This is an optimization exercise on Yosys and OpenROAD, whose aim is small area, a short achievable clock period and few clock cycles, not a production implementation.
Only simulation tests tie the RTL to the original design; equivalence was not proved.
No activity file was given, so power comes from the tool's default toggle rates.

## config.mk

```make
export PLATFORM = sky130hd
export DESIGN_NAME = auv_top
export DESIGN_NICKNAME = auv_top
export VERILOG_FILES = /design/flow/design.v
export SDC_FILE = /design/flow/constraint.sdc
export NUM_CORES = 4
export LEC_CHECK = 0
export CAP_MARGIN = 20
export CORE_MARGIN = 2
export CORE_UTILIZATION = 40
export SLEW_MARGIN = 20
```

## constraint.sdc

```tcl
create_clock -name core_clock -period 12.0 [get_ports {clk}]
set_input_delay 2.4000 -clock core_clock [delete_from_list [all_inputs] [get_ports {clk}]]
set_output_delay 2.4000 -clock core_clock [all_outputs]
set_load 0.01 [all_outputs]
```

## design.v

```verilog
`timescale 1ns/1ns
`timescale 1ns/1ns
module auv_decode (
    input   logic   [31:2]  inst,
    output  logic   [31:0]  imm,
    output  logic           uses_rs1, uses_rs2,
    output  logic           wr,          
    output  logic           load, store, branch, jal, jalr,
    output  logic           op1_pc, op1_zero,
    output  logic   [ 1:0]  op1_sh,      
    output  logic           op2_imm,
    output  logic           sub,         
    output  logic           cmp_u,       
    output  logic           r_add, r_cmp, r_sh, r_and, r_or, r_xor, r_link,
    output  logic           sh_left, sh_arith, sh_bext,
    output  logic           bitmask, bitinv
);
    logic [4:0] opc;
    logic [2:0] f3;
    assign opc = inst[6:2];
    assign f3 = inst[14:12];
    logic is_load, is_opi, is_auipc, is_store, is_op, is_lui, is_br, is_jalr, is_jal;
    assign is_load  = (opc == 5'b00000);
    assign is_opi   = (opc == 5'b00100);
    assign is_auipc = (opc == 5'b00101);
    assign is_store = (opc == 5'b01000);
    assign is_op    = (opc == 5'b01100);
    assign is_lui   = (opc == 5'b01101);
    assign is_br    = (opc == 5'b11000);
    assign is_jalr  = (opc == 5'b11001);
    assign is_jal   = (opc == 5'b11011);
    always_comb begin
        if (is_lui | is_auipc)
            imm = {inst[31:12], 12'h0};
        else if (is_jal)
            imm = {{12{inst[31]}}, inst[19:12], inst[20], inst[30:21], 1'b0};
        else if (is_br)
            imm = {{20{inst[31]}}, inst[7], inst[30:25], inst[11:8], 1'b0};
        else if (is_store)
            imm = {{20{inst[31]}}, inst[31:25], inst[11:7]};
        else
            imm = {{20{inst[31]}}, inst[31:20]};
    end
    logic alu;
    assign alu = is_op | is_opi;
    logic zbs, shadd, alt;
    assign zbs = alu & inst[27] & (f3 == 3'd1 | f3 == 3'd5);
    assign shadd = is_op & inst[29] & ~f3[0] & (f3 != 3'd0);
    assign alt = inst[30];
    logic bclr, binv, bset, bext;
    assign bclr = zbs & (f3 == 3'd1) & inst[30] & ~inst[29];
    assign binv = zbs & (f3 == 3'd1) & inst[30] & inst[29];
    assign bset = zbs & (f3 == 3'd1) & ~inst[30];
    assign bext = zbs & (f3 == 3'd5);
    assign uses_rs1 = ~(is_lui | is_auipc | is_jal);
    assign uses_rs2 = is_op | is_store | is_br;
    assign wr = (alu | is_lui | is_auipc | is_jal | is_jalr) & (inst[10:7] != 4'd0);
    assign load = is_load;
    assign store = is_store;
    assign branch = is_br;
    assign jal = is_jal;
    assign jalr = is_jalr;
    assign op1_pc = is_auipc;
    assign op1_zero = is_lui;
    assign op1_sh = shadd ? f3[2:1] : 2'd0;
    assign op2_imm = ~(is_op | is_br);
    assign sub = (is_op & (f3 == 3'd0) & alt) | (alu & ~shadd & (f3 == 3'd2 | f3 == 3'd3)) | is_br;
    assign cmp_u = is_br ? f3[1] : f3[0];
    assign r_link = is_jal | is_jalr;
    assign r_cmp = alu & ~shadd & (f3 == 3'd2 | f3 == 3'd3);
    assign r_sh = alu & ((f3 == 3'd1 & ~zbs) | f3 == 3'd5);
    assign r_and = alu & (f3 == 3'd7 | bclr);
    assign r_or = alu & ((f3 == 3'd6 & ~shadd) | bset);
    assign r_xor = alu & ((f3 == 3'd4 & ~shadd) | binv);
    assign r_add = ~(r_link | r_cmp | r_sh | r_and | r_or | r_xor);
    assign sh_left = (f3 == 3'd1);
    assign sh_arith = alt & ~zbs;
    assign sh_bext = bext;
    assign bitmask = bclr | binv | bset;
    assign bitinv = bclr;
endmodule
`timescale 1ns/1ns
module auv_regfile (
    input   logic           clk,
    input   logic           we,
    input   logic   [ 3:0]  wa,
    input   logic   [31:0]  wd,
    input   logic   [ 3:0]  ra0, ra1,
    output  logic   [31:0]  rd0, rd1
);
    logic [31:0] ram [1:15];
    always_ff @( posedge clk )
        if (we && wa != 0)
            ram[wa] <= wd;
    assign rd0 = (ra0 == 0) ? 32'h0 : ram[ra0];
    assign rd1 = (ra1 == 0) ? 32'h0 : ram[ra1];
endmodule
`timescale 1ns/1ns
module auv_execute (
    input   logic   [31:0]  op1, op2,
    input   logic   [21:0]  pc_next,     
    input   logic           sub, cmp_u,
    input   logic           r_add, r_cmp, r_sh, r_and, r_or, r_xor, r_link,
    input   logic           sh_left, sh_arith, sh_bext,
    input   logic           bitmask, bitinv,
    input   logic   [ 2:0]  funct3,
    output  logic   [31:0]  result,
    output  logic   [31:0]  sum,
    output  logic           br_cond
);
    logic cout;
    auv_add #( .W(32) ) adder (
        .a      ( op1               ),
        .b      ( op2               ),
        .cin    ( sub               ),
        .sum    ( sum               ),
        .cout   ( cout              )
    );
    logic ltu, lt, cmp;
    assign ltu = ~cout;
    assign lt = (op1[31] ^ ~op2[31]) ? op1[31] : sum[31];
    assign cmp = cmp_u ? ltu : lt;
    logic [4:0] sham;
    assign sham = op2[4:0];
    logic [31:0] mask, lb, lbn;
    assign mask = 32'h1 << sham;
    assign lb = bitmask ? mask : op2;
    assign lbn = bitinv ? ~lb : lb;
    logic [31:0] x_and, x_or, x_xor;
    assign x_and = op1 & lbn;
    assign x_or = op1 | lb;
    assign x_xor = op1 ^ lb;
    logic eq;
    assign eq = &(op1 ^ op2);
    assign br_cond = (funct3[2] ? cmp : eq) ^ funct3[0];
    logic [31:0] sh_in, sh_r, sh_out;
    always_comb
        for (int i = 0; i < 32; i++)
            sh_in[i] = sh_left ? op1[31-i] : op1[i];
    assign sh_r = $signed({sh_arith & op1[31], sh_in}) >>> sham;
    always_comb
        for (int i = 0; i < 32; i++)
            sh_out[i] = sh_left ? sh_r[31-i] : sh_r[i];
    logic [31:0] link;
    assign link = {7'h0, (pc_next == 22'h0), pc_next, 2'b00};
    always_comb begin
        result = 32'h0;
        if (r_add)  result = result | sum;
        if (r_cmp)  result = result | {31'h0, cmp};
        if (r_sh)   result = result | (sh_bext ? {31'h0, sh_r[0]} : sh_out);
        if (r_and)  result = result | x_and;
        if (r_or)   result = result | x_or;
        if (r_xor)  result = result | x_xor;
        if (r_link) result = result | link;
    end
endmodule
module auv_add #(
    parameter integer W = 32
) (
    input   logic   [W-1:0] a, b,
    input   logic           cin,
    output  logic   [W-1:0] sum,
    output  logic           cout
);
    localparam integer N = W + 1;           
    localparam integer L = $clog2(N);
    logic [N-1:0] g [0:L];
    logic [N-1:0] p [0:L];
    assign g[0][0] = cin;
    assign p[0][0] = 1'b0;
    assign g[0][N-1:1] = a & b;
    assign p[0][N-1:1] = a ^ b;
    genvar l, i;
    generate
        for (l = 0; l < L; l = l + 1) begin : lev
            for (i = 0; i < N; i = i + 1) begin : pos
                if (((i >> l) & 1) == 1) begin : comb
                    assign g[l+1][i] = g[l][i] | (p[l][i] & g[l][((i >> l) << l) - 1]);
                    assign p[l+1][i] = p[l][i] & p[l][((i >> l) << l) - 1];
                end else begin : pass
                    assign g[l+1][i] = g[l][i];
                    assign p[l+1][i] = p[l][i];
                end
            end
        end
    endgenerate
    assign sum = p[0][N-1:1] ^ g[L][N-2:0];
    assign cout = g[L][N-1];
endmodule
`timescale 1ns/1ns
module auv_top (
    input   logic           clk, rst_n,
    output  logic   [11:0]  imem_adr,
    input   logic   [31:0]  imem_dat,
    output  logic   [23:0]  wb_adr_o,
    input   logic   [15:0]  wb_dat_i,
    output  logic   [15:0]  wb_dat_o,
    output  logic   [ 1:0]  wb_sel_o,
    output  logic           wb_we_o, wb_stb_o, wb_cyc_o,
    input   logic           wb_ack_i, wb_stall_i
);
    logic [11:0] pcf;            
    logic [11:0] f_adr;          
    logic        started;        
    logic        s_valid;        
    logic [31:2] s_inst;
    logic [21:0] pc_d;           
    logic        pf_fresh;       
    logic        e_valid;
    logic [31:0] e_op1, e_op2;
    logic [21:0] e_pc;
    logic [31:0] e_x;            
    logic [ 3:0] e_rd;
    logic [ 2:0] e_f3;
    logic        e_wr, e_load, e_ldw, e_store, e_br, e_jal, e_jalr;
    logic        e_sub, e_cmp_u;
    logic        e_r_add, e_r_cmp, e_r_sh, e_r_and, e_r_or, e_r_xor, e_r_link;
    logic        e_sh_left, e_sh_arith, e_sh_bext, e_bitmask, e_bitinv;
    logic        b_stb, b_we, b_word;
    logic [23:1] b_adr;
    logic [ 1:0] b_sel;
    logic [15:0] b_dat, b_hi;
    logic        ack_exp;        
    logic        lo_ack;         
    logic        ld_fin;         
    logic        ld_pend, ld_wr;
    logic [ 3:0] ld_rd;
    logic [ 2:0] ld_f3;
    logic        ld_a0;
    logic [15:0] word_buf;
    logic [21:0] pc_d_inc;
    auv_add #( .W(22) ) pc_d_add (
        .a      ( pc_d      ),
        .b      ( 22'h0     ),
        .cin    ( 1'b1      ),
        .sum    ( pc_d_inc  ),
        .cout   (           )
    );
    logic        f_ok;
    assign f_ok = started & (f_adr == (s_valid ? pc_d_inc[11:0] : pc_d[11:0]));
    logic [31:2] d_inst;
    logic        d_valid;
    assign d_inst = s_valid ? s_inst : imem_dat[31:2];
    assign d_valid = s_valid | f_ok;
    logic [31:0] d_imm;
    logic d_uses_rs1, d_uses_rs2, d_wr, d_load, d_store, d_br, d_jal, d_jalr;
    logic d_op1_pc, d_op1_zero, d_op2_imm, d_sub, d_cmp_u;
    logic [1:0] d_op1_sh;
    logic d_r_add, d_r_cmp, d_r_sh, d_r_and, d_r_or, d_r_xor, d_r_link;
    logic d_sh_left, d_sh_arith, d_sh_bext, d_bitmask, d_bitinv;
    auv_decode dec (
        .inst       ( d_inst        ),
        .imm        ( d_imm         ),
        .uses_rs1   ( d_uses_rs1    ),
        .uses_rs2   ( d_uses_rs2    ),
        .wr         ( d_wr          ),
        .load       ( d_load        ),
        .store      ( d_store       ),
        .branch     ( d_br          ),
        .jal        ( d_jal         ),
        .jalr       ( d_jalr        ),
        .op1_pc     ( d_op1_pc      ),
        .op1_zero   ( d_op1_zero    ),
        .op1_sh     ( d_op1_sh      ),
        .op2_imm    ( d_op2_imm     ),
        .sub        ( d_sub         ),
        .cmp_u      ( d_cmp_u       ),
        .r_add      ( d_r_add       ),
        .r_cmp      ( d_r_cmp       ),
        .r_sh       ( d_r_sh        ),
        .r_and      ( d_r_and       ),
        .r_or       ( d_r_or        ),
        .r_xor      ( d_r_xor       ),
        .r_link     ( d_r_link      ),
        .sh_left    ( d_sh_left     ),
        .sh_arith   ( d_sh_arith    ),
        .sh_bext    ( d_sh_bext     ),
        .bitmask    ( d_bitmask     ),
        .bitinv     ( d_bitinv      )
    );
    logic [3:0] d_rs1, d_rs2, d_rd;
    assign d_rs1 = d_inst[18:15];
    assign d_rs2 = d_inst[23:20];
    assign d_rd = d_inst[10:7];
    logic [21:0] d_off;
    logic [11:0] d_tgt;
    assign d_off = d_jal ? {{4{d_inst[31]}}, d_inst[19:12], d_inst[20], d_inst[30:22]}
                         : {{12{d_inst[31]}}, d_inst[7], d_inst[30:25], d_inst[11:9]};
    auv_add #( .W(12) ) tgt_add (
        .a      ( pc_d[11:0]    ),
        .b      ( d_off[11:0]   ),
        .cin    ( 1'b0          ),
        .sum    ( d_tgt         ),
        .cout   (               )
    );
    logic [31:0] e_result, e_sum;
    logic        e_cond;
    auv_execute alu (
        .op1        ( e_op1         ),
        .op2        ( e_op2         ),
        .pc_next    ( pc_d          ),
        .sub        ( e_sub         ),
        .cmp_u      ( e_cmp_u       ),
        .r_add      ( e_r_add       ),
        .r_cmp      ( e_r_cmp       ),
        .r_sh       ( e_r_sh        ),
        .r_and      ( e_r_and       ),
        .r_or       ( e_r_or        ),
        .r_xor      ( e_r_xor       ),
        .r_link     ( e_r_link      ),
        .sh_left    ( e_sh_left     ),
        .sh_arith   ( e_sh_arith    ),
        .sh_bext    ( e_sh_bext     ),
        .bitmask    ( e_bitmask     ),
        .bitinv     ( e_bitinv      ),
        .funct3     ( e_f3          ),
        .result     ( e_result      ),
        .sum        ( e_sum         ),
        .br_cond    ( e_cond        )
    );
    logic [21:0] e_tgt;
    logic [21:0] e_btgt;
    auv_add #( .W(22) ) btgt_add (
        .a      ( e_pc          ),
        .b      ( e_x[21:0]     ),
        .cin    ( 1'b0          ),
        .sum    ( e_btgt        ),
        .cout   (               )
    );
    assign e_tgt = e_jalr ? e_sum[23:2] : e_btgt;
    logic [31:0] ld_data;
    always_comb
        case (ld_f3[1:0])
            2'd0: begin
                if (ld_a0)
                    ld_data = {{24{~ld_f3[2] & wb_dat_i[15]}}, wb_dat_i[15:8]};
                else
                    ld_data = {{24{~ld_f3[2] & wb_dat_i[7]}}, wb_dat_i[7:0]};
            end
            2'd1: ld_data = {{16{~ld_f3[2] & wb_dat_i[15]}}, wb_dat_i};
            default: ld_data = {wb_dat_i, word_buf};
        endcase
    logic ld_now;                
    assign ld_now = ld_fin & ld_wr;
    logic bus_free, e_mem, hold_e, taken, redirect;
    assign bus_free = ~b_stb | (~wb_stall_i & ~b_word);
    assign e_mem = e_load | e_store;
    assign hold_e = e_valid & ((e_mem & ~bus_free) |
                               (e_load & ld_pend & ~ld_fin) |
                               (e_wr & ld_now));
    assign taken = e_valid & (e_jal | e_jalr | (e_br & e_cond));
    assign redirect = taken & ~hold_e;
    logic        rf_we;
    logic [ 3:0] rf_wa;
    logic [31:0] rf_wd, rf_rd0, rf_rd1;
    assign rf_we = ld_now | (e_valid & e_wr);
    assign rf_wa = ld_now ? ld_rd : e_rd;
    assign rf_wd = ld_now ? ld_data : e_result;
    auv_regfile regfile (
        .clk    ( clk       ),
        .we     ( rf_we     ),
        .wa     ( rf_wa     ),
        .wd     ( rf_wd     ),
        .ra0    ( d_rs1     ),
        .ra1    ( d_rs2     ),
        .rd0    ( rf_rd0    ),
        .rd1    ( rf_rd1    )
    );
    logic byp_e1, byp_e2, byp_l1, byp_l2;
    assign byp_e1 = e_valid & e_wr & (e_rd == d_rs1);
    assign byp_e2 = e_valid & e_wr & (e_rd == d_rs2);
    assign byp_l1 = ld_now & (ld_rd == d_rs1);
    assign byp_l2 = ld_now & (ld_rd == d_rs2);
    logic [31:0] d_rv1, d_rv2;
    assign d_rv1 = byp_e1 ? e_result : byp_l1 ? ld_data : rf_rd0;
    assign d_rv2 = byp_e2 ? e_result : byp_l2 ? ld_data : rf_rd1;
    logic [31:0] d_op1, d_op2, d_x;
    always_comb
        if (d_op1_pc)
            d_op1 = {8'h0, pc_d, 2'b00};
        else if (d_op1_zero)
            d_op1 = 32'h0;
        else
            case (d_op1_sh)
                2'd1: d_op1 = {d_rv1[30:0], 1'b0};
                2'd2: d_op1 = {d_rv1[29:0], 2'b0};
                2'd3: d_op1 = {d_rv1[28:0], 3'b0};
                default: d_op1 = d_rv1;
            endcase
    assign d_op2 = (d_op2_imm ? d_imm : d_rv2) ^ {32{d_sub}};
    assign d_x = d_store ? d_rv2 : {10'h0, d_off};
    logic dep1, dep2, interlock;
    assign dep1 = (e_valid & e_ldw & (e_rd == d_rs1)) |
                  (ld_pend & ld_wr & ~ld_fin & (ld_rd == d_rs1));
    assign dep2 = (e_valid & e_ldw & (e_rd == d_rs2)) |
                  (ld_pend & ld_wr & ~ld_fin & (ld_rd == d_rs2));
    assign interlock = (d_uses_rs1 & dep1) | (d_uses_rs2 & dep2);
    logic d_go;                  
    assign d_go = d_valid & ~hold_e & ~interlock;
    assign imem_adr = pcf;
    logic lost;                  
    assign lost = f_ok & s_valid & ~d_go;
    logic pf_go;
    assign pf_go = d_go & (d_jal | (d_br & d_inst[31]));
    logic [11:0] pcf_inc;
    auv_add #( .W(12) ) pcf_add (
        .a      ( pcf       ),
        .b      ( 12'h0     ),
        .cin    ( 1'b1      ),
        .sum    ( pcf_inc   ),
        .cout   (           )
    );
    logic wd;                    
    assign wd = ~d_valid & (pcf != pc_d[11:0]);
    logic [11:0] pcf_nr;         
    always_comb
        if (pf_go)
            pcf_nr = d_tgt;
        else if (pf_fresh | lost)
            pcf_nr = d_valid ? pc_d_inc[11:0] : pc_d[11:0];
        else if (wd)
            pcf_nr = pc_d[11:0];
        else
            pcf_nr = pcf_inc;
    always_ff @( posedge clk or negedge rst_n )
        if (~rst_n) begin
            pcf <= 12'h0;
            started <= 1'b0;
            s_valid <= 1'b0;
            pc_d <= 22'h0;
            pf_fresh <= 1'b0;
        end else begin
            started <= 1'b1;
            pf_fresh <= pf_go & ~redirect;
            if (redirect)
                pcf <= pf_fresh ? pcf_inc : e_tgt[11:0];
            else
                pcf <= pcf_nr;
            if (redirect)
                pc_d <= e_tgt;
            else if (d_go)
                pc_d <= pc_d_inc;
            if (redirect)
                s_valid <= 1'b0;
            else if (s_valid) begin
                if (d_go)
                    s_valid <= f_ok;
            end else
                s_valid <= f_ok & ~d_go;
        end
    always_ff @( posedge clk )
        f_adr <= pcf;
    always_ff @( posedge clk )
        if (~s_valid | (~hold_e & ~interlock))
            s_inst <= imem_dat[31:2];
    always_ff @( posedge clk or negedge rst_n )
        if (~rst_n)
            e_valid <= 1'b0;
        else if (~hold_e)
            e_valid <= d_valid & ~interlock & ~redirect;
    always_ff @( posedge clk )
        if (~hold_e) begin
            e_pc <= pc_d;
            e_op1 <= d_op1;
            e_op2 <= d_op2;
            e_x <= d_x;
            e_rd <= d_rd;
            e_f3 <= d_inst[14:12];
            e_wr <= d_wr;
            e_load <= d_load;
            e_ldw <= d_load & (d_rd != 4'd0);
            e_store <= d_store;
            e_br <= d_br;
            e_jal <= d_jal;
            e_jalr <= d_jalr;
            e_sub <= d_sub;
            e_cmp_u <= d_cmp_u;
            e_r_add <= d_r_add;
            e_r_cmp <= d_r_cmp;
            e_r_sh <= d_r_sh;
            e_r_and <= d_r_and;
            e_r_or <= d_r_or;
            e_r_xor <= d_r_xor;
            e_r_link <= d_r_link;
            e_sh_left <= d_sh_left;
            e_sh_arith <= d_sh_arith;
            e_sh_bext <= d_sh_bext;
            e_bitmask <= d_bitmask;
            e_bitinv <= d_bitinv;
        end
    logic issue, acc;
    assign issue = e_valid & e_mem & ~hold_e;
    assign acc = b_stb & ~wb_stall_i;
    logic e_byte, e_wordop;
    assign e_byte = (e_f3[1:0] == 2'd0);
    assign e_wordop = (e_f3[1:0] == 2'd2);
    always_ff @( posedge clk or negedge rst_n )
        if (~rst_n) begin
            b_stb <= 1'b0;
            b_word <= 1'b0;
            ack_exp <= 1'b0;
            lo_ack <= 1'b0;
            ld_fin <= 1'b0;
            ld_pend <= 1'b0;
            ld_wr <= 1'b0;
        end else begin
            ack_exp <= acc;
            lo_ack <= acc & b_word & ~b_we;
            ld_fin <= acc & ~b_word & ~b_we;
            if (issue) begin
                b_stb <= 1'b1;
                b_word <= e_wordop;
            end else if (acc) begin
                b_stb <= b_word;
                b_word <= 1'b0;
            end
            if (issue & e_load) begin
                ld_pend <= 1'b1;
                ld_wr <= e_ldw;
            end else begin
                if (ld_fin)
                    ld_pend <= 1'b0;
                if (e_valid & e_wr & (e_rd == ld_rd) & ~ld_fin)
                    ld_wr <= 1'b0;
            end
        end
    always_ff @( posedge clk )
        if (issue) begin
            b_we <= e_store;
            b_adr <= {e_sum[23:2], e_wordop ? 1'b0 : e_sum[1]};
            b_sel <= e_byte ? (e_sum[0] ? 2'b10 : 2'b01) : 2'b11;
            b_dat <= e_byte ? {e_x[7:0], e_x[7:0]} : e_x[15:0];
            b_hi <= e_x[31:16];
        end else if (acc & b_word) begin
            b_adr[1] <= 1'b1;
            b_dat <= b_hi;
        end
    always_ff @( posedge clk )
        if (issue & e_load) begin
            ld_rd <= e_rd;
            ld_f3 <= e_f3;
            ld_a0 <= e_sum[0];
        end
    always_ff @( posedge clk )
        if (lo_ack)
            word_buf <= wb_dat_i;
    assign wb_adr_o = {b_adr, 1'b0};
    assign wb_dat_o = b_dat;
    assign wb_sel_o = b_sel;
    assign wb_we_o = b_we;
    assign wb_stb_o = b_stb;
    assign wb_cyc_o = b_stb | ack_exp;
endmodule
```

## flow/run.sh

```bash
#!/bin/bash
set -euo pipefail
bash standard.sh SETUP_SLACK_MARGIN=8 TNS_END_PERCENT=0 finish > standard.log 2>&1
```

## standard.sh

```bash
#!/bin/bash
# synth_recipe.tcl (not shown) runs the flow's synth.tcl, then flattens the netlist and writes it again
# the make line also repeats each setting of config.mk as NAME=value (left out here)
make -C /OpenROAD-flow-scripts/flow DESIGN_CONFIG=/design/flow/config.mk WORK_HOME=/design/flow/orfs CLKGATE_MAP_FILE= SYNTH_SCRIPT=/design/flow/synth_recipe.tcl "${@:-finish}"
```

==> out/metrics.yaml, run 1 <==
fin_util: 0.483
crit_chain: "clkdlybuf4s50_1 > mux2i_1 > nor4_1 > buf_4 > a21oi_1 > o21ai_0 > a21oi_1 > a22oi_2 > a21oi_1 > xnor2_1"
ys_warn_count: 13
grt_pass1_wl_um: 290000
arrival_ns: 5.19
cts.sinks: 795
rr_worst_depth: 12
worstMarginPinSlew_ns: 1.11
outcome: "timing/DRC/antenna clean"
cts_max_level: 3
cts_buffer_depth: 3
cp.required_ns: 12.41
die_area_sq_mm: 0.124
cap_violations: 0
grt_pass1_vias: 38900
drc: 0
wl_met2_um: 88700
grt_start_max_net_pins: 88
cts_tree: "done"
worstSetupStartpointType: "primary input"
r2r_end: "e_op2[21]$_DFFE_PN_"
rrSetupSlack_ns: 7.25
cts_buffers: 86
rows: 127
crit_start: "wb_dat_i[7]"
wl_um: 206000
area_growth_pct: 19.5
max_freq_mhz: 209
core_sq_mm: 0.120
fin_crit_ns: 4.78
num_vias: 42000
ioPinCount: 109
async_reset_ff_frac: 0.0566
yosysUniqueCellTypes: 100
slowest_delay_ns: 0.79
path_depth: 10
hpwl_um: 126000
synth_nets: 4650
r2r-start: "e_op2[2]$_DFFE_PN_"
worstSetupPathType: "primary input to flop"
cts_hold_buf: 0
synthCells: 4480
drtAntennaViolNets: 0
gp_congestion: 1.00
setup-tns-final_ns: 0
ys_seq_elements: 795
syn_area_per_cell_sq_um: 10.8
grt_usage: 0.322
fin_skew_ns: 0.0656
setup_viol: 0
firstDrtPassIters: 6
synth_edf_count: 738
power_mw: 9.32
final_common_cell: "edfxtp_1"
p_leak_nw: 21.0
path_common_cell: "a21oi_1"
cts_root_buf: "clkbuf_16"
powerDensity_mw_per_mm2: 160
ys_seq_area_frac: 0.484
routedLengthMet1_um: 77400
hold_class: "flop to flop"
hold_viol_final: 0
slew_viol_final: 0
antenna_found_initial: 9
clkTransAtPathRegs_ns: 0.07
wire_per_inst_um: 32.7
drt_iter0_drc: 6989
synthesis.area_sq_mm: 0.0486
clkLatencyLatePin_ns: 0.72
final_area_sq_mm: 0.0581
top_layer: "met5"
overflow: 0
relSlewSlack: 0.261
die-height_um: 352
finalCritPeriodShare: 0.398
cp_num_buf_inv: 2
cp_top_family: "compound AO/OA/AOI/OAI gates"
final_cell_mix: "edfxtp_1, nand2_1, nand3_1, nor2_1, buf_4"
fin_nets: 4792
drive_above_1_share: 0.197
cpMaxStageDelayCell: "clkdlybuf4s50_1"
met3_length_um: 27500
grt_setup_unrepaired: "yes"
crit_end: "e_op2[12]$_DFFE_PN_"
critical_path.max_fanout: 8
synth-main-ff-cell: "edfxtp_1"
peakVddDrop_mv: 0.182
end_kind: "flop"
start_util: 0.404
postPlaceCellArea_sq_mm: 0.0515
die_w_um: 352
io_buffers: 104
viasPerCell: 6.65
[registers in the layout, summed over array words and instances (netlist names), 4 cells and up]
register and flops:
e_rd 4, word_buf 16, regfile.ram 480, e_pc 22, ld_rd 4, e_op2 32
b_dat 16, b_hi 16, pc_d 22, e_op1 32, b_adr 23, f_adr 12
e_x 32, pcf 12, s_inst 30
[through the flow]
| stage | instances | hold WS [ns] | worst slack [ns] |
|---|---|---|---|
| finish | 6310 | 0.405 | 7.22 |
| global placement | 5987 | 0.405 | 4.86 |
| CTS | 6298 | 0.404 | 7.41 |
| floorplan | 4480 | 0.400 | 6.93 |
| detailed placement | 5989 | 0.406 | 4.83 |
| global route | 6307 | 0.410 | 7.21 |
[cells by family (layout without fill, tap and decap cells)]
logic type / after synthesis / count (layout) / share of synthesized area
fa+ha+maj: 118 / 118 / 0.0326
xor+xnor: 167 / 167 / 0.0301
other cells: 2 / 5 / 0.000155
mux: 395 / 402 / 0.128
simple gates: 1555 / 1559 / 0.144
buf+inv: 429 / 633 / 0.0375
compound gates: 1019 / 1019 / 0.143
flops: 795 / 795 / 0.484
[Yosys cell counts, types with 16 or more instances]
master	count	share of area
edfxtp_1	738	0.46
nand2_1	700	0.054
nand3_1	268	0.028
nor2_1	268	0.021
a21oi_1	241	0.025
clkbuf_1	196	0.015
mux4_2	177	0.082
mux2i_1	172	0.035
o21ai_0	148	0.015
a31oi_1	110	0.014
xnor2_1	106	0.019
ha_1	104	0.027
inv_1	83	0.0064
buf_2	80	0.0082
a311oi_1	72	0.013
a211oi_1	61	0.0094
nor3_1	61	0.0063
xor2_1	61	0.011
a22oi_1	50	0.0077
buf_1	45	0.0035
dfrtp_1	45	0.023
a21o_1	43	0.0066
mux2_2	43	0.010
and2_1	38	0.0049
a221oi_1	36	0.0065
nor2b_1	33	0.0042
nor4_1	33	0.0042
and3_1	32	0.0041
o211ai_1	30	0.0046
nand2b_1	24	0.0031
nand4_1	23	0.0030
o221ai_1	19	0.0034
a32oi_1	18	0.0032
o21a_1	17	0.0026
o31ai_1	17	0.0026
nor3b_1	16	0.0025
o21ai_1	16	0.0016
[repair_timing]
item,CTS,global route
endpoints found under the hold margin,0,0
cloned,34,0
pin swaps,63,17
buffers inserted,114,8
resized for setup,389,31
setup endpoints to repair,823,829
[per-layer routing]
metal | up-vias | global-route usage
met5 | - | 0
met4 | 8 | 0.166
met1 | 20600 | 0.430
met3 | 672 | 0.0916
li1 | 17500 | -
met2 | 3186 | 0.477
[how the worst min path moves through the flow]
stage                                     start                  to  depth (start not counted)  slack (ns)
final                     e_x[22]$_SDFFCE_PN0N_   b_hi[6]$_DFFE_PP_                          0        0.41
after global routing      e_x[22]$_SDFFCE_PN0N_   b_hi[6]$_DFFE_PP_                          0        0.41
after CTS                 e_x[22]$_SDFFCE_PN0N_   b_hi[6]$_DFFE_PP_                          0        0.40
after detailed placement  e_x[23]$_SDFFCE_PN0N_   b_hi[7]$_DFFE_PP_                          0        0.41
after global placement    e_x[31]$_SDFFCE_PN0N_  b_hi[15]$_DFFE_PP_                          0        0.41
after floorplan           e_x[26]$_SDFFCE_PN0N_  b_hi[10]$_DFFE_PP_                          0        0.40
[report_power, final]
| part | switching, mW | internal (mW) |
|---|---|---|
| clock | 1.19 | 1.55 |
| sequential | 0.188 | 3.40 |
| combinational | 1.95 | 1.05 |
[cell type report]
type / count / area, sq um
Clock inverter: 50 / 534
Fill cell: 10800 / 62100
Sequential cell: 795 / 23500
Antenna cell: 3 / 7.51
Inverter: 88 / 345
Clock buffer: 111 / 2320
Multi-Input combinational cell: 3267 / 25100
Tap cell: 1612 / 2020
Timing Repair inverter: 1 / 7.51
Timing Repair Buffer: 383 / 4180
[worst reg2reg max path, delay by kind of cell (launching register included)]
kind | cells | cell delay (ns)
AOI/OAI and AO/OA | 6 | 2.17
xor gates and xnor gates | 1 | 0.13
buffers and inverters | 3 | 0.99
DFF | 1 | 0.37
muxes | 2 | 0.80
Testbench counts, summed over its fixed seeds: cycles 133,081.
==> run 2, diff against run 1 <==
--- a/config.mk
+++ b/config.mk
@@ -8,4 +8,5 @@
 export CAP_MARGIN = 20
 export CORE_MARGIN = 2
 export CORE_UTILIZATION = 40
+export CTS_BUF_LIST = sky130_fd_sc_hd__clkbuf_4 sky130_fd_sc_hd__clkbuf_8
 export SLEW_MARGIN = 20
==> out/metrics.yaml, run 2 <==
ys_seq_elements: 795  # unchanged
holdPathEnd: "b_hi[15]$_DFFE_PP_"
fin_crit_ns: 4.68  # -0.0912 ns
seqPwrFrac: 0.385  # about the same
rows: 127  # unchanged
drc: 0  # unchanged
core_sq_mm: 0.120  # unchanged
peakVddDrop_mv: 0.156  # -14%
hpwl_um: 126000  # unchanged
cts.sinks: 795  # unchanged
setup_viol: 0  # unchanged
slowest_delay_ns: 0.58  # -0.21 ns
cts_buffers: 138  # +60%
combPwrFrac: 0.327  # +0.005
synth_top_area_frac: 0.456  # unchanged
fin_skew_ns: 0.0629  # -0.00277 ns
internal-power_mw: 5.93  # -1.1%
worstSetupStartpointType: "flop"
worstSetupPathType: "flop to flop"
hold_viol_final: 0  # unchanged
arrival_ns: 5.30  # +0.11 ns
place_ws_ns: 4.83  # unchanged
grt_pass1_wl_um: 294000  # +1.4%
io_buffers: 104  # unchanged
final_common_cell: "edfxtp_1"
powerDensity_mw_per_mm2: 159  # -0.66%
synth_nets: 4650  # unchanged
rr_worst_depth: 13  # +1
ys_warn_count: 13  # unchanged
cpMaxStageDelayCell: "a32oi_1"
firstDrtPassIters: 6  # unchanged
largest_reg_flops: 480  # unchanged
fin_nets: 4861  # +1.4%
rrSetupSlack_ns: 7.32  # +0.07 ns
grt_setup_unrepaired: "yes"
crit_start: "e_op2[2]$_DFFE_PN_"
cp_num_buf_inv: 4  # +2
cp_top_family: "compound AO/OA/AOI/OAI gates"
viasPerCell: 6.59  # -0.93%
synth-main-ff-cell: "edfxtp_1"
fin_cells: 6418  # +1.7%
r2r-start: "e_op2[2]$_DFFE_PN_"
critical_path.max_fanout: 58  # +50
die_w_um: 352  # unchanged
finalCritPeriodShare: 0.390  # -0.00760
final_area_sq_mm: 0.0584  # +0.58%
ioPinCount: 109  # unchanged
relSlewSlack: 0.217  # -0.0437
cts_hold_buf: 0  # unchanged
num_vias: 42300  # +0.77%
netSwitchingPower_mw: 3.38  # +1.8%
die_area_sq_mm: 0.124  # unchanged
syn_area_per_cell_sq_um: 10.8  # unchanged
holdWs_ns: 0.410  # +0.00487 ns
grt_start_max_net_pins: 88  # unchanged
dp_cells: 5989  # unchanged
synthesis.area_sq_mm: 0.0486  # unchanged
cp.required_ns: 12.61  # +0.20 ns
r2r_end: "e_op2[10]$_DFFE_PN_"
largest-register: "regfile.ram"
drive_above_1_share: 0.219  # +0.0222
clkLatencyLatePin_ns: 0.90  # +0.18 ns
postPlaceCellArea_sq_mm: 0.0515  # unchanged
start_util: 0.404  # unchanged
clkTransAtPathRegs_ns: 0.06  # about the same
die-height_um: 352  # unchanged
p_leak_nw: 21.2  # +1.2%
hold_class: "flop to flop"
wl_um: 210000  # +1.7%
area_growth_pct: 20.2
power_mw: 9.31  # about the same
async_reset_ff_frac: 0.0566  # unchanged
p_clk_frac: 0.288  # -0.005
cts_root_buf: "clkbuf_8"
end_kind: "flop"
final_cell_mix: "edfxtp_1, nand2_1, nand3_1, nor2_1, buf_4"
setup-tns-final_ns: 0  # unchanged
antenna_found_initial: 10  # +1
crit_chain: "buf_12 > buf_8 > mux2_2 > o22ai_1 > o21ai_0 > a32oi_1 > a21oi_1 > a221oi_1 > buf_4 > a22oi_2 > buf_4 > a21oi_1 > xnor2_1"
drt_iter0_drc: 6590  # -5.7%
hold_start: "e_x[31]$_SDFFCE_PN0N_"
cts_buffer_depth: 3  # unchanged
synth.most_common_cell: "edfxtp_1"
outcome: "timing/DRC/antenna clean"
synth_top_cells_by_count: "edfxtp_1, nand2_1, nand3_1, nor2_1, a21oi_1"
grt_pass1_vias: 39800  # +2.2%
cts_max_level: 4  # +1
yosysUniqueCellTypes: 100  # unchanged
synth_area_leaders: "edfxtp_1, mux4_2, nand2_1, mux2i_1, nand3_1"
wire_per_inst_um: 32.7  # about the same
worst_slack_ns: 7.32  # +0.0912 ns
synthCells: 4480  # unchanged
max_freq_mhz: 213  # +1.9%
gp_congestion: 1.00  # unchanged
drtAntennaViolNets: 0  # unchanged
cts_tree: "done"
fin_util: 0.486  # +0.00281
cap_violations: 0  # unchanged
hold_depth: 0  # unchanged
slew_viol_final: 0  # unchanged
worstMarginPinSlew_ns: 1.17  # +0.0612 ns
overflow: 0  # unchanged
ys_seq_area_frac: 0.484  # unchanged
synth_top_area_cell: "edfxtp_1"
switching_share: 0.364  # +0.00672
synth_edf_count: 738  # unchanged
grt_usage: 0.329  # +0.00628
==> run 2: cell types whose count changed in the layout (fill, tap and decap cells not counted), sizes merged, moves of 2 or more <==
cell | before | now
and2 | 39 | 41
buf | 270 | 283
bufbuf | 17 | 19
bufinv | 8 | 10
clkbuf | 112 | 180
clkinv | 37 | 53
dlygate4sd2 | 3 | 5
inv | 87 | 92
==> run 2: repair_timing <==
item                       4_1_cts  5_1_grt
resized for setup              415        7
setup endpoints to repair      850      843
pin swaps                       70        3
hold endpoints to repair         0        0
buffers inserted               134        2
gates cloned                    38        0
==> run 2: how the worst max path moves through the flow <==
stage	endpoint	slack, ns	depth (start not counted)
2_1_floorplan	pcf[8]$_DFF_PN0_	6.93	15
3_3_place_gp	e_op2[25]$_DFFE_PN_	4.86	10
3_5_place_dp	e_op2[25]$_DFFE_PN_	4.83	10
4_1_cts	e_op2[26]$_DFFE_PN_	7.59	11
5_1_grt	pcf[4]$_DFF_PN0_	7.30	20
6_report	e_op2[10]$_DFFE_PN_	7.32	13
==> run 2: logic make-up after synthesis <==
kind of cell               synth area share
xor gates and xnor gates             0.0301
muxes                                 0.128
DFF                                   0.484
AOI/OAI and AO/OA                     0.143
and+or+nand+nor                       0.144
adders and majority gates            0.0326
other                              0.000155
buffers and inverters                0.0375
==> run 2: power by group through the flow <==
| stage | Combinational, mW | Sequential [mW] | Clock [mW] |
|---|---|---|---|
| 3_5_place_dp | 2.57 | 3.66 | 0 |
| 4_1_cts | 2.91 | 3.57 | 2.69 |
| 6_report | 3.05 | 3.59 | 2.68 |
| 5_1_grt | 3.16 | 3.59 | 2.82 |
| 2_1_floorplan | 1.56 | 3.55 | 0 |
| 3_3_place_gp | 2.54 | 3.66 | 0 |
==> run 2: cell type report <==
cell class | count | area (sq um)
antenna | 3 | 7.51
clock buffer | 180 | 2230
clock inverter | 72 | 671
fill | 10900 | 61700
inverter | 88 | 345
multi-input combinational | 3268 | 25100
sequential | 795 | 23500
tap | 1612 | 2020
timing repair buffer | 399 | 4450
timing repair inverter | 1 | 7.51
==> run 2: layer usage <==
metal  share of wire  GRT usage  wire (um)
met1            0.37      0.429      78500
met2            0.42      0.476      88500
met3            0.13      0.102      27600
met4           0.072      0.205      15000
met5         0.00011          0         23
==> run 3, diff against run 2 <==
==> flow/run.sh (replaced) <==
#!/bin/bash
set -euo pipefail
bash standard.sh SETUP_SLACK_MARGIN=8 TNS_END_PERCENT=5 finish > standard.log 2>&1
==> out/metrics.yaml, run 3 <==
cts_buffers: 135  # -2.2%
hpwl_um: 125000  # -0.35%
synthesis.area_sq_mm: 0.0486  # unchanged
n_fill_cell: 10500  # -3.5%
grt_usage: 0.342  # +0.0138
num_vias: 43600  # +3.0%
antenna_found_initial: 11  # +1
clkTransAtPathRegs_ns: 0.06  # about the same
synthCells: 4480  # unchanged
grt_start_max_net_pins: 80  # -9.1%
gp_congestion: 1.02  # +1.5%
cts_hold_buf: 0  # unchanged
die_area_sq_mm: 0.124  # unchanged
die_w_um: 352  # unchanged
ioPinCount: 109  # unchanged
synth_top_area_frac: 0.456  # unchanged
rows: 127  # unchanged
synth-main-ff-cell: "edfxtp_1"
critical_path.max_fanout: 8  # -86%
drtAntennaViolNets: 0  # unchanged
synth_compound_area_frac: 0.143  # unchanged
die-height_um: 352  # unchanged
ys_warn_count: 13  # unchanged
grt_setup_unrepaired: "yes"
synthAdderAreaFrac: 0.0326  # unchanged
ys_seq_area_frac: 0.484  # unchanged
cts_root_buf: "clkbuf_8"
firstDrtPassIters: 9  # +3
cts_buffer_depth: 3  # unchanged
grt_pass1_vias: 40800  # +2.6%
powerDensity_mw_per_mm2: 152  # -4.4%
drc: 0  # unchanged
cts_max_level: 4  # unchanged
muxShareOfSynthArea: 0.128  # unchanged
cp.required_ns: 12.63  # +0.02 ns
synth_top_cells_by_count: "edfxtp_1, nand2_1, nand3_1, nor2_1, a21oi_1"
end_kind: "flop"
max_freq_mhz: 214  # +0.31%
yosys.area_share.simple: 0.144  # unchanged
wl_um: 218000  # +4.1%
outcome: "timing/DRC/antenna clean"
final_common_cell: "edfxtp_1"
syn_area_per_cell_sq_um: 10.8  # unchanged
peakVddDrop_mv: 0.116  # -26%
largest_reg_flops: 480  # unchanged
fin_nets: 4962  # +2.1%
fin_skew_ns: 0.0740  # +0.0111 ns
worstSetupStartpointType: "primary input"
io_buffers: 104  # unchanged
largest-register: "regfile.ram"
worstMarginPinSlew_ns: 1.21  # +0.0448 ns
fin_crit_ns: 4.67  # -0.0145 ns
synth_top_family_by_area: "simple AND/OR/NAND/NOR gates"
setup-tns-final_ns: 0  # unchanged
drive_above_1_share: 0.263  # +0.0440
synth_area_leaders: "edfxtp_1, mux4_2, nand2_1, mux2i_1, nand3_1"
async_reset_ff_frac: 0.0566  # unchanged
rr_worst_depth: 11  # -2
hold_depth: 0  # unchanged
holdWs_ns: 0.404  # -0.00614 ns
hold_viol_final: 0  # unchanged
overflow: 0  # unchanged
yosysUniqueCellTypes: 100  # unchanged
clkLatencyLatePin_ns: 0.90  # about the same
area_growth_pct: 25.7
synth.most_common_cell: "edfxtp_1"
start_util: 0.404  # unchanged
p_leak_nw: 22.1  # +4.0%
hold_class: "flop to flop"
ys_seq_elements: 795  # unchanged
synth_top_area_cell: "edfxtp_1"
viasPerCell: 6.69  # +1.5%
synth_nets: 4650  # unchanged
r2r-start: "e_op2[0]$_DFFE_PN_"
hold_start: "e_x[26]$_SDFFCE_PN0N_"
arrival_ns: 5.30  # about the same
core_sq_mm: 0.120  # unchanged
cts_tree: "done"
grt_pass1_wl_um: 305000  # +3.8%
synthXorXnorAreaFrac: 0.0301  # unchanged
fin_util: 0.508  # +0.0223
rrSetupSlack_ns: 7.38  # +0.06 ns
cts.sinks: 795  # unchanged
r2r_end: "e_op2[17]$_DFFE_PN_"
drt_iter0_drc: 7346  # +11%
cap_violations: 0  # unchanged
wire_per_inst_um: 33.5  # +2.6%
setup_viol: 0  # unchanged
relSlewSlack: 0.188  # -0.0295
synth_edf_count: 738  # unchanged
finalCritPeriodShare: 0.389  # -0.00120
holdPathEnd: "b_hi[10]$_DFFE_PP_"
worstSetupPathType: "primary input to flop"
slew_viol_final: 0  # unchanged
final_cell_mix: "edfxtp_1, nand2_1, nand3_1, buf_4, nor2_1"
run 3: area by class of cell:
class	count	area, sq um	area share
inverters	88	347	0.00567
repair inverters	1	7.51	0.000123
multi-input cells	3275	26500	0.434
flip-flops and latches	795	23500	0.385
clock buffers	185	2250	0.0369
diodes	5	12.5	0.000205
well taps	1612	2020	0.0330
clock inverters	56	393	0.00643
repair buffers	496	5990	0.0980
run 3: layer usage:
layer | track usage | routed length (um) | up-vias
li1 | - | - | 17900
met1 | 0.434 | 78200 | 21200
met2 | 0.494 | 91300 | 3558
met3 | 0.112 | 30200 | 957
met4 | 0.237 | 18400 | 12
met5 | 0.00231 | 81 | -
run 3: per-stage QoR:
step / total power [mW] / setup slack, ns / instances / cell area [sq um]
floorplan: 5.11 / 6.93 / 4480 / 48700
global placement: 6.18 / 4.78 / 5983 / 51500
detailed placement: 6.20 / 4.77 / 5984 / 51600
CTS: 9.12 / 7.55 / 6488 / 60700
global route: 9.54 / 7.35 / 6509 / 61100
finish: 9.30 / 7.33 / 6513 / 61100
run 3: report_power, final:
group	leakage (nW)	switching (mW)	internal (mW)
sequential	7.68	0.196	3.40
combinational	13.0	2.06	1.18
clock	1.39	1.20	1.28
run 3: how the worst max path moves through the flow:
stage | cells after the start | startpoint | end
after floorplan | 15 | imem_dat[6] | pcf[8]$_DFF_PN0_
after global placement | 11 | imem_dat[17] | e_op1[21]$_DFFE_PN_
after detailed placement | 11 | imem_dat[17] | e_op1[21]$_DFFE_PN_
after CTS | 17 | imem_dat[4] | pcf[8]$_DFF_PN0_
after global routing | 20 | e_op2[0]$_DFFE_PN_ | pcf[10]$_DFF_PN0_
final | 10 | imem_dat[20] | e_op2[17]$_DFFE_PN_
run 3: timing repair:
action | in CTS | in global routing
cloned | 69 | 1
resized for setup | 678 | 56
endpoints found under the setup margin | 811 | 775
buffers inserted | 194 | 19
pin swaps | 131 | 33
run 3: cells by family after synthesis:
family	count (synthesis)
fa+ha+maj	118
xor+xnor	167
buf+inv	429
mux	395
compound gates	1019
other cells	2
simple gates	1555
flops	795
run 3: critical path, stage by stage:
cell,delay (ns)
buf_12,0.11
mux2_8,0.35
buf_12,0.16
buf_16,0.16
mux4_2,0.42
mux4_2,0.53
nand2_1,0.12
a22o_1,0.38
o21ai_0,0.24
xnor2_2,0.40
==> run 4, diff against run 3 <==
--- a/design.v
+++ b/design.v
@@ -208,7 +208,6 @@
     logic        pf_fresh;       
     logic        e_valid;
     logic [31:0] e_op1, e_op2;
-    logic [21:0] e_pc;
     logic [31:0] e_x;            
     logic [ 3:0] e_rd;
     logic [ 2:0] e_f3;
@@ -286,13 +285,22 @@
     logic [11:0] d_tgt;
     assign d_off = d_jal ? {{4{d_inst[31]}}, d_inst[19:12], d_inst[20], d_inst[30:22]}
                          : {{12{d_inst[31]}}, d_inst[7], d_inst[30:25], d_inst[11:9]};
-    auv_add #( .W(12) ) tgt_add (
+    logic [11:0] d_tgt_j, d_tgt_b;
+    auv_add #( .W(12) ) tgt_add_j (
         .a      ( pc_d[11:0]    ),
-        .b      ( d_off[11:0]   ),
+        .b      ( {d_inst[13:12], d_inst[20], d_inst[30:22]} ),
         .cin    ( 1'b0          ),
-        .sum    ( d_tgt         ),
+        .sum    ( d_tgt_j       ),
         .cout   (               )
     );
+    auv_add #( .W(12) ) tgt_add_b (
+        .a      ( pc_d[11:0]    ),
+        .b      ( {{2{d_inst[31]}}, d_inst[7], d_inst[30:25], d_inst[11:9]} ),
+        .cin    ( 1'b0          ),
+        .sum    ( d_tgt_b       ),
+        .cout   (               )
+    );
+    assign d_tgt = d_jal ? d_tgt_j : d_tgt_b;
     logic [31:0] e_result, e_sum;
     logic        e_cond;
     auv_execute alu (
@@ -321,7 +329,7 @@
     logic [21:0] e_tgt;
     logic [21:0] e_btgt;
     auv_add #( .W(22) ) btgt_add (
-        .a      ( e_pc          ),
+        .a      ( pc_d          ),
         .b      ( e_x[21:0]     ),
         .cin    ( 1'b0          ),
         .sum    ( e_btgt        ),
@@ -388,7 +396,15 @@
                 default: d_op1 = d_rv1;
             endcase
     assign d_op2 = (d_op2_imm ? d_imm : d_rv2) ^ {32{d_sub}};
-    assign d_x = d_store ? d_rv2 : {10'h0, d_off};
+    logic [21:0] d_off_m1;
+    auv_add #( .W(22) ) off_dec (
+        .a      ( d_off         ),
+        .b      ( 22'h3fffff    ),
+        .cin    ( 1'b0          ),
+        .sum    ( d_off_m1      ),
+        .cout   (               )
+    );
+    assign d_x = d_store ? d_rv2 : {10'h0, d_off_m1};
     logic dep1, dep2, interlock;
     assign dep1 = (e_valid & e_ldw & (e_rd == d_rs1)) |
                   (ld_pend & ld_wr & ~ld_fin & (ld_rd == d_rs1));
@@ -460,7 +476,6 @@
             e_valid <= d_valid & ~interlock & ~redirect;
     always_ff @( posedge clk )
         if (~hold_e) begin
-            e_pc <= pc_d;
             e_op1 <= d_op1;
             e_op2 <= d_op2;
             e_x <= d_x;
==> flow/run.sh (replaced) <==
#!/bin/bash
# Layout: the standard flow (standard.sh, unchanged synthesis), with
#  - every input and output port still buffered, by buf_4 cells instead of
#    the slow delay buffers the flow picks by default.
# Constraints are the standard flow's own.
set -euo pipefail
bash standard.sh SETUP_SLACK_MARGIN=8 TNS_END_PERCENT=0 \
    "BUFFER_PORTS_ARGS=-buffer_cell sky130_fd_sc_hd__buf_4" finish > standard.log 2>&1
==> out/metrics.yaml, run 4 <==
setup-tns-final_ns: 0  # unchanged
met3_length_um: 29000  # -3.9%
core_sq_mm: 0.123  # +2.8%
path_common_cell: "o22ai_1"
slowest_delay_ns: 0.54  # about the same
cap_violations: 0  # unchanged
max_freq_mhz: 209  # -2.5%
critical_path.max_fanout: 57  # +49
cpMaxStageDelayCell: "o221ai_1"
grt_pass1_wl_um: 309000  # +1.3%
seqPwrFrac: 0.389  # +0.003
setup_viol: 0  # unchanged
io_buffers: 104  # unchanged
cts_max_level: 4  # unchanged
ioPinCount: 109  # unchanged
finalCritPeriodShare: 0.399  # +0.0101
hold_depth: 0  # unchanged
multiInputGateArea_sq_mm: 0.0263  # -0.75%
largest_reg_flops: 480  # unchanged
synth_top_area_cell: "edfxtp_1"
die-height_um: 356  # +1.1%
synth_area_leaders: "edfxtp_1, nand2_1, mux2i_1, a311oi_1, nand3_1"
routedLengthMet1_um: 81100  # +3.7%
antenna_found_initial: 11  # unchanged
cts_hold_buf: 0  # unchanged
regArea_sq_mm: 0.0229  # -2.8%
worst_slack_ns: 7.21  # -0.121 ns
async_reset_ff_frac: 0.0582  # +0.00161
synthesis.area_sq_mm: 0.0496  # +2.2%
synth.most_common_cell: "nand2_1"
grt_start_max_net_pins: 74  # -7.5%
switching_share: 0.365  # -0.00553
ys_warn_count: 13  # unchanged
drt_iter0_drc: 7406  # +0.82%
top_layer: "met5"
netSwitchingPower_mw: 3.20  # -7.2%
num_vias: 46500  # +6.7%
grt_pass1_vias: 43100  # +5.6%
p_leak_nw: 21.3  # -3.4%
fin_skew_ns: 0.0609  # -0.0131 ns
cts_root_buf: "clkbuf_8"
clkTransAtPathRegs_ns: 0.06  # about the same
overflow: 0  # unchanged
end_kind: "flop"
cts_buffer_depth: 3  # unchanged
worstSetupPathType: "flop to flop"
p_clk_frac: 0.297  # +0.031
drive_above_1_share: 0.172  # -0.0907
wl_um: 220000  # +0.59%
largest-register: "regfile.ram"
wl_met2_um: 92500  # +1.2%
rrSetupSlack_ns: 7.21  # -0.17 ns
syn_area_per_cell_sq_um: 9.61  # -11%
synth-main-ff-cell: "edfxtp_1"
rr_worst_depth: 11  # unchanged
synth_nets: 5343  # +15%
die_area_sq_mm: 0.127  # +2.1%
cts_buffers: 138  # +2.2%
cts.sinks: 773  # -2.8%
internal-power_mw: 5.56  # -5.0%
synth_top_cells_by_count: "nand2_1, edfxtp_1, nand3_1, nor2_1, a21oi_1"
slew_viol_final: 0  # unchanged
ys_seq_area_frac: 0.461  # -0.0235
ys_seq_elements: 773  # -2.8%
rows: 129  # +1.6%
hold_viol_final: 0  # unchanged
firstDrtPassIters: 8  # -1
grt_setup_unrepaired: "yes"
viasPerCell: 6.63  # -0.84%
worstSetupStartpointType: "flop"
drtAntennaViolNets: 0  # unchanged
fin_nets: 5440  # +9.6%
peakVddDrop_mv: 0.111  # -3.8%
drc: 0  # unchanged
final_common_cell: "nand2_1"
fin_crit_ns: 4.79  # +0.121 ns
crit_chain: "buf_6 > clkbuf_8 > nand2b_1 > o22ai_1 > nor3_2 > o22ai_1 > o221ai_1 > o2111ai_2 > o21a_1 > a21oi_1 > xnor2_2"
final_cell_mix: "nand2_1, edfxtp_1, nand3_1, buf_4, nor2_1"
start_util: 0.402  # -0.00249
die_w_um: 356  # +1.1%
synthCells: 5161  # +15%
area_growth_pct: 17.0
hpwl_um: 133000  # +5.9%
clkLatencyLatePin_ns: 0.89  # about the same
synth_edf_count: 716  # -3.0%
yosysUniqueCellTypes: 111  # +11%
hold_class: "flop to flop"
relSlewSlack: 0.150  # -0.0384
gp_congestion: 1.02  # -0.16%
arrival_ns: 5.38  # +0.08 ns
place_ws_ns: 5.29  # +0.516 ns
grt_usage: 0.336  # -0.00634
outcome: "timing/DRC/antenna clean"
synth_top_area_frac: 0.433  # -0.0229
worstMarginPinSlew_ns: 1.27  # +0.0567 ns
powerDensity_mw_per_mm2: 151  # -0.88%
cp.required_ns: 12.59  # -0.04 ns
n_fill_cell: 11400  # +8.8%
combPwrFrac: 0.314  # -0.034
wire_per_inst_um: 31.3  # -6.5%
cts_tree: "done"
[run 4: worst paths after layout]
check,startpoint,end
hold / removal,e_x[22]$_SDFFCE_PN0N_,b_hi[6]$_DFFE_PP_
setup reg to reg,e_op2[2]$_DFFE_PN_,e_op2[10]$_DFFE_PN_
hold reg to reg,e_x[22]$_SDFFCE_PN0N_,b_hi[6]$_DFFE_PP_
setup / recovery,e_op2[2]$_DFFE_PN_,e_op2[10]$_DFFE_PN_
min in group asynchronous,rst_n,ld_wr$_DFFE_PN0P_
max in group asynchronous,rst_n,s_valid$_DFF_PN0_
[run 4: kinds of logic (layout without fill, tap and decap cells)]
group,after synthesis,in the layout,share of synthesized area
flops,773,773,0.461
simple gates,2089,2091,0.188
buf+inv,513,701,0.0436
fa+ha+maj,130,130,0.0354
other cells,2,13,0.000151
xor+xnor,193,193,0.0341
compound gates,1168,1171,0.169
mux,293,300,0.0688
[run 4: final cells by class]
cell class              instances  area share
inverters                     107     0.00750
multi-input cells            3887       0.454
well taps                    1637      0.0353
flip-flops and latches        773       0.394
diodes                         11    0.000474
repair inverters                2    0.000237
clock inverters                58     0.00854
repair buffers                349      0.0606
clock buffers                 185      0.0398
[run 4: power by group through the flow]
stage | sequential, mW | clock, mW | combinational [mW]
after floorplan | 3.39 | 0 | 1.41
after global placement | 3.48 | 0 | 2.27
after detailed placement | 3.48 | 0 | 2.29
after CTS | 3.40 | 2.62 | 2.57
after global routing | 3.41 | 2.73 | 2.84
final | 3.41 | 2.60 | 2.75
[run 4: what timing repair did]
action                     CTS  global route
setup buffers              100             4
setup endpoints to repair  675           718
pin swaps                   28             4
cloned                      30             1
resized for setup          299            21
[run 4: critical path: cells and delay by family, from the launching register on]
kind                      cells  cell delay [ns]
buffers and inverters         2             0.75
DFF                           1             0.34
and+or+nand+nor               2             0.96
AOI/OAI and AO/OA             6             2.24
xor gates and xnor gates      1             0.14
[run 4: per-stage QoR]
stage / total power, mW / cells / hold slack [ns] / area [sq um] / util
2_1_floorplan: 4.80 / 5161 / 0.400 / 49800 / -
3_3_place_gp: 5.75 / 6617 / 0.405 / 52000 / 0.421
3_5_place_dp: 5.77 / 6618 / 0.405 / 52000 / 0.422
4_1_cts: 8.59 / 6991 / 0.407 / 57800 / 0.468
5_1_grt: 8.97 / 7002 / 0.421 / 58000 / 0.470
6_report: 8.76 / 7009 / 0.406 / 58000 / 0.470
[run 4: metal layers]
metal,global-route usage,vias to the layer above
li1,-,19600
met1,0.430,22500
met2,0.491,3604
met3,0.102,862
met4,0.221,10
met5,0,-
Testbench counts of run 4, summed over its fixed seeds: cycles 133,081.
==> run 5, diff against run 4 <==
--- a/config.mk
+++ b/config.mk
@@ -7,6 +7,7 @@
 export LEC_CHECK = 0
 export CAP_MARGIN = 20
 export CORE_MARGIN = 2
-export CORE_UTILIZATION = 40
+export CORE_UTILIZATION = 55
 export CTS_BUF_LIST = sky130_fd_sc_hd__clkbuf_4 sky130_fd_sc_hd__clkbuf_8
+export PLACE_DENSITY = 0.7
 export SLEW_MARGIN = 20
==> out/metrics.yaml, run 5 <==
netSwitchingPower_mw: 3.13  # -2.2%
cp.required_ns: 12.53  # -0.06 ns
wire_per_inst_um: 32.4  # +3.4%
slowest_delay_ns: 0.95  # +0.41 ns
cts_buffers: 136  # -1.4%
powerDensity_mw_per_mm2: 153  # +1.0%
io_buffers: 104  # unchanged
grt_setup_unrepaired: "yes"
viasPerCell: 7.16  # +7.9%
final_common_cell: "nand2_1"
wl_um: 211000  # -3.9%
worstSetupStartpointType: "flop"
firstDrtPassIters: 6  # -2
n_fill_cell: 7187  # -37%
num_vias: 46600  # +0.29%
start_util: 0.553  # +0.151
synth_top_area_cell: "edfxtp_1"
clkTransAtPathRegs_ns: 0.07  # about the same
cts.sinks: 773  # unchanged
ys_seq_elements: 773  # unchanged
setup_viol: 0  # unchanged
peakVddDrop_mv: 0.121  # +8.9%
ys_seq_area_frac: 0.461  # unchanged
drive_above_1_share: 0.162  # -0.00985
cts_hold_buf: 0  # unchanged
overflow: 0  # unchanged
die-height_um: 304  # -15%
cpMaxStageDelayCell: "a221oi_1"
synth_top_area_frac: 0.433  # unchanged
internal-power_mw: 5.58  # +0.29%
cp_num_buf_inv: 1  # -1
area_growth_pct: 15.0
combPwrFrac: 0.307  # -0.007
worstSetupPathType: "flop to flop"
cts_tree: "done"
synth.most_common_cell: "nand2_1"
holdPathEnd: "b_hi[6]$_DFFE_PP_"
cts_root_buf: "clkbuf_8"
rr_worst_depth: 10  # -1
synthCells: 5161  # unchanged
hold_start: "e_x[22]$_SDFFCE_PN0N_"
ys_warn_count: 13  # unchanged
r2r_end: "e_op2[9]$_DFFE_PN_"
fin_skew_ns: 0.0636  # +0.00273 ns
p_leak_nw: 21.1  # -0.81%
antenna_found_initial: 13  # +2
fin_crit_ns: 4.87  # +0.0788 ns
drc: 0  # unchanged
die_area_sq_mm: 0.0926  # -27%
relSlewSlack: 0.180  # +0.0302
cts_max_level: 4  # unchanged
worstMarginPinSlew_ns: 1.23  # -0.0405 ns
grt_usage: 0.444  # +0.108
final_cell_mix: "nand2_1, edfxtp_1, nand3_1, buf_4, nor2_1"
largest-register: "regfile.ram"
hold_viol_final: 0  # unchanged
die_w_um: 304  # -15%
synth_area_leaders: "edfxtp_1, nand2_1, mux2i_1, a311oi_1, nand3_1"
hpwl_um: 128000  # -3.5%
synth_nets: 5343  # unchanged
synth-main-ff-cell: "edfxtp_1"
switching_share: 0.359  # -0.00587
synth_top_cells_by_count: "nand2_1, edfxtp_1, nand3_1, nor2_1, a21oi_1"
yosysUniqueCellTypes: 111  # unchanged
outcome: "timing/DRC/antenna clean"
path_common_cell: "a21oi_1"
setup-tns-final_ns: 0  # unchanged
grt_start_max_net_pins: 74  # unchanged
hold_class: "flop to flop"
cp_top_family: "compound AO/OA/AOI/OAI gates"
rows: 110  # -15%
clkLatencyLatePin_ns: 0.85  # -0.04 ns
path_depth: 10  # -1
hold_depth: 0  # unchanged
core_sq_mm: 0.0897  # -27%
holdWs_ns: 0.398  # -0.00835 ns
p_clk_frac: 0.299  # +0.002
end_kind: "flop"
max_freq_mhz: 205  # -1.6%
ioPinCount: 109  # unchanged
async_reset_ff_frac: 0.0582  # unchanged
cap_violations: 0  # unchanged
power_mw: 8.71  # -0.63%
synth_edf_count: 716  # unchanged
grt_pass1_vias: 43400  # +0.79%
cts_buffer_depth: 3  # unchanged
grt_pass1_wl_um: 300000  # -2.9%
slew_viol_final: 0  # unchanged
crit_chain: "buf_4 > and2_1 > a22o_1 > a221oi_1 > a21oi_1 > a211oi_1 > nor2_1 > mux2i_4 > a21oi_1 > xnor2_1"
fin_util: 0.636  # +0.166
drtAntennaViolNets: 0  # unchanged
worst_slack_ns: 7.13  # -0.0788 ns
finalCritPeriodShare: 0.406  # +0.00657
rrSetupSlack_ns: 7.13  # -0.08 ns
synthesis.area_sq_mm: 0.0496  # unchanged
r2r-start: "e_sh_left$_DFFE_PN_"
largest_reg_flops: 480  # unchanged
gp_congestion: 1.04  # +2.4%
arrival_ns: 5.40  # +0.02 ns
drt_iter0_drc: 8184  # +11%
seqPwrFrac: 0.394  # +0.005
syn_area_per_cell_sq_um: 9.61  # unchanged
critical_path.max_fanout: 25  # -56%
place_ws_ns: 5.46  # +0.174 ns
fin_nets: 5414  # -0.48%
run 5: changes by cell type in the layout (fill, tap and decap cells not counted), sizes merged:
cell and delta:
a21bo -1, and2 -1, buf -21, bufinv +4
clkbuf +1, clkinvlp -1, diode -8, inv -7
run 5: area by class of cell:
type	instances	area (sq um)	area share
diodes	3	7.51	0.000132
clock buffers	186	2310	0.0405
clock inverters	55	528	0.00925
inverters	107	435	0.00763
multi-input cells	3885	26100	0.457
flip-flops and latches	773	22900	0.401
well taps	1176	1470	0.0258
repair buffers	328	3380	0.0592
repair inverters	1	8.76	0.000153
run 5: worst max-delay path by stage:
stage / to / slack (ns) / from
global placement: e_op2[9]$_DFFE_PN_ / 5.50 / imem_dat[21]
global route: pcf[3]$_DFF_PN0_ / 7.20 / e_op2[0]$_DFFE_PN_
finish: e_op2[9]$_DFFE_PN_ / 7.13 / e_sh_left$_DFFE_PN_
CTS: pcf[3]$_DFF_PN0_ / 7.43 / e_op2[0]$_DFFE_PN_
detailed placement: e_op2[9]$_DFFE_PN_ / 5.46 / imem_dat[21]
floorplan: pcf[7]$_DFF_PN0_ / 7.02 / imem_dat[22]
run 5: worst register-to-register path, delay by kind of cell, from the launching register on:
kind                   cells  cell delay, ns
XOR/XNOR                   1            0.17
AND/OR/NAND/NOR            2            0.78
AO/OA/AOI/OAI              5            2.36
buffers and inverters      1            0.33
multiplexers               1            0.42
flip-flops                 1            0.56
run 5: cells by family (layout without fill, tap and decap cells):
kind of cell	after synthesis	in the layout	share of synthesized area
and+or+nand+nor	2089	2090	0.188
AOI/OAI and AO/OA	1168	1170	0.169
DFF	773	773	0.461
buffers and inverters	513	677	0.0436
muxes	293	300	0.0688
xor gates and xnor gates	193	193	0.0341
adders and majority gates	130	130	0.0354
other	2	5	0.000151
run 5: timing repair:
action,CTS,global route
cloned,27,1
resized for setup,254,20
buffers inserted,78,9
pin swaps,32,16
endpoints found under the setup margin,688,691
run 5: per-layer routing:
layer | up-vias | track usage | part of all wire
met2 | 4008 | 0.645 | 0.42
met3 | 1027 | 0.146 | 0.15
li1 | 19500 | - | -
met4 | 14 | 0.311 | 0.085
met1 | 22100 | 0.559 | 0.35
met5 | - | 0 | 0.00041
run 5: through the flow:
| stage | area [sq um] | std cells |
|---|---|---|
| after floorplan | 49800 | 5161 |
| after global placement | 51400 | 6152 |
| after detailed placement | 51400 | 6152 |
| after CTS | 56800 | 6498 |
| after global routing | 57100 | 6512 |
| final | 57100 | 6514 |
run 5: power by group through the flow:
stage               Sequential, mW  Clock, mW  Combinational (mW)
floorplan                     3.39          0                1.41
global placement              3.49          0                2.22
detailed placement            3.49          0                2.24
CTS                           3.42       2.60                2.47
global route                  3.43       2.72                2.74
finish                        3.43       2.61                2.67

[re-timing with driven ports]
In the flow no input, the clock included, has a driving cell. The finished layouts below were timed again as built, in two steps. Step 1 assumes that a clkbuf_16 drives the clock port and a buf_2 every other input. Step 2 also shifts input and output timing later by t, the mid clock arrival at the registers, as if the neighbouring blocks saw the same clock. Slacks: ideal / step 1 / step 2; pairs: ideal / step 1.
| run | shift t [ns] | setup WS [ns] | hold slack, ns | pins driven straight from the clock port |
|---|---|---|---|---|
| run 1 | 0.762 | 7.224 / 7.252 / 6.511 | 0.405 / 0.405 / 0.405 | 1 |
| run 2 | 0.935 | 7.315 / 7.315 / 6.457 | 0.410 / 0.410 / 0.410 | 1 |
| run 3 | 0.940 | 7.330 / 7.351 / 6.411 | 0.404 / 0.404 / 0.404 | 1 |
| run 4 | 0.927 | 7.209 / 7.209 / 6.416 | 0.406 / 0.406 / 0.406 | 1 |
| run 5 | 0.887 | 7.130 / 7.130 / 6.365 | 0.398 / 0.398 / 0.398 | 1 |
After both steps every run listed still meets setup and hold. For run 3, which loses most, drivers alone change the setup slack by +0.021 ns; drivers and shift together by -0.919 ns.
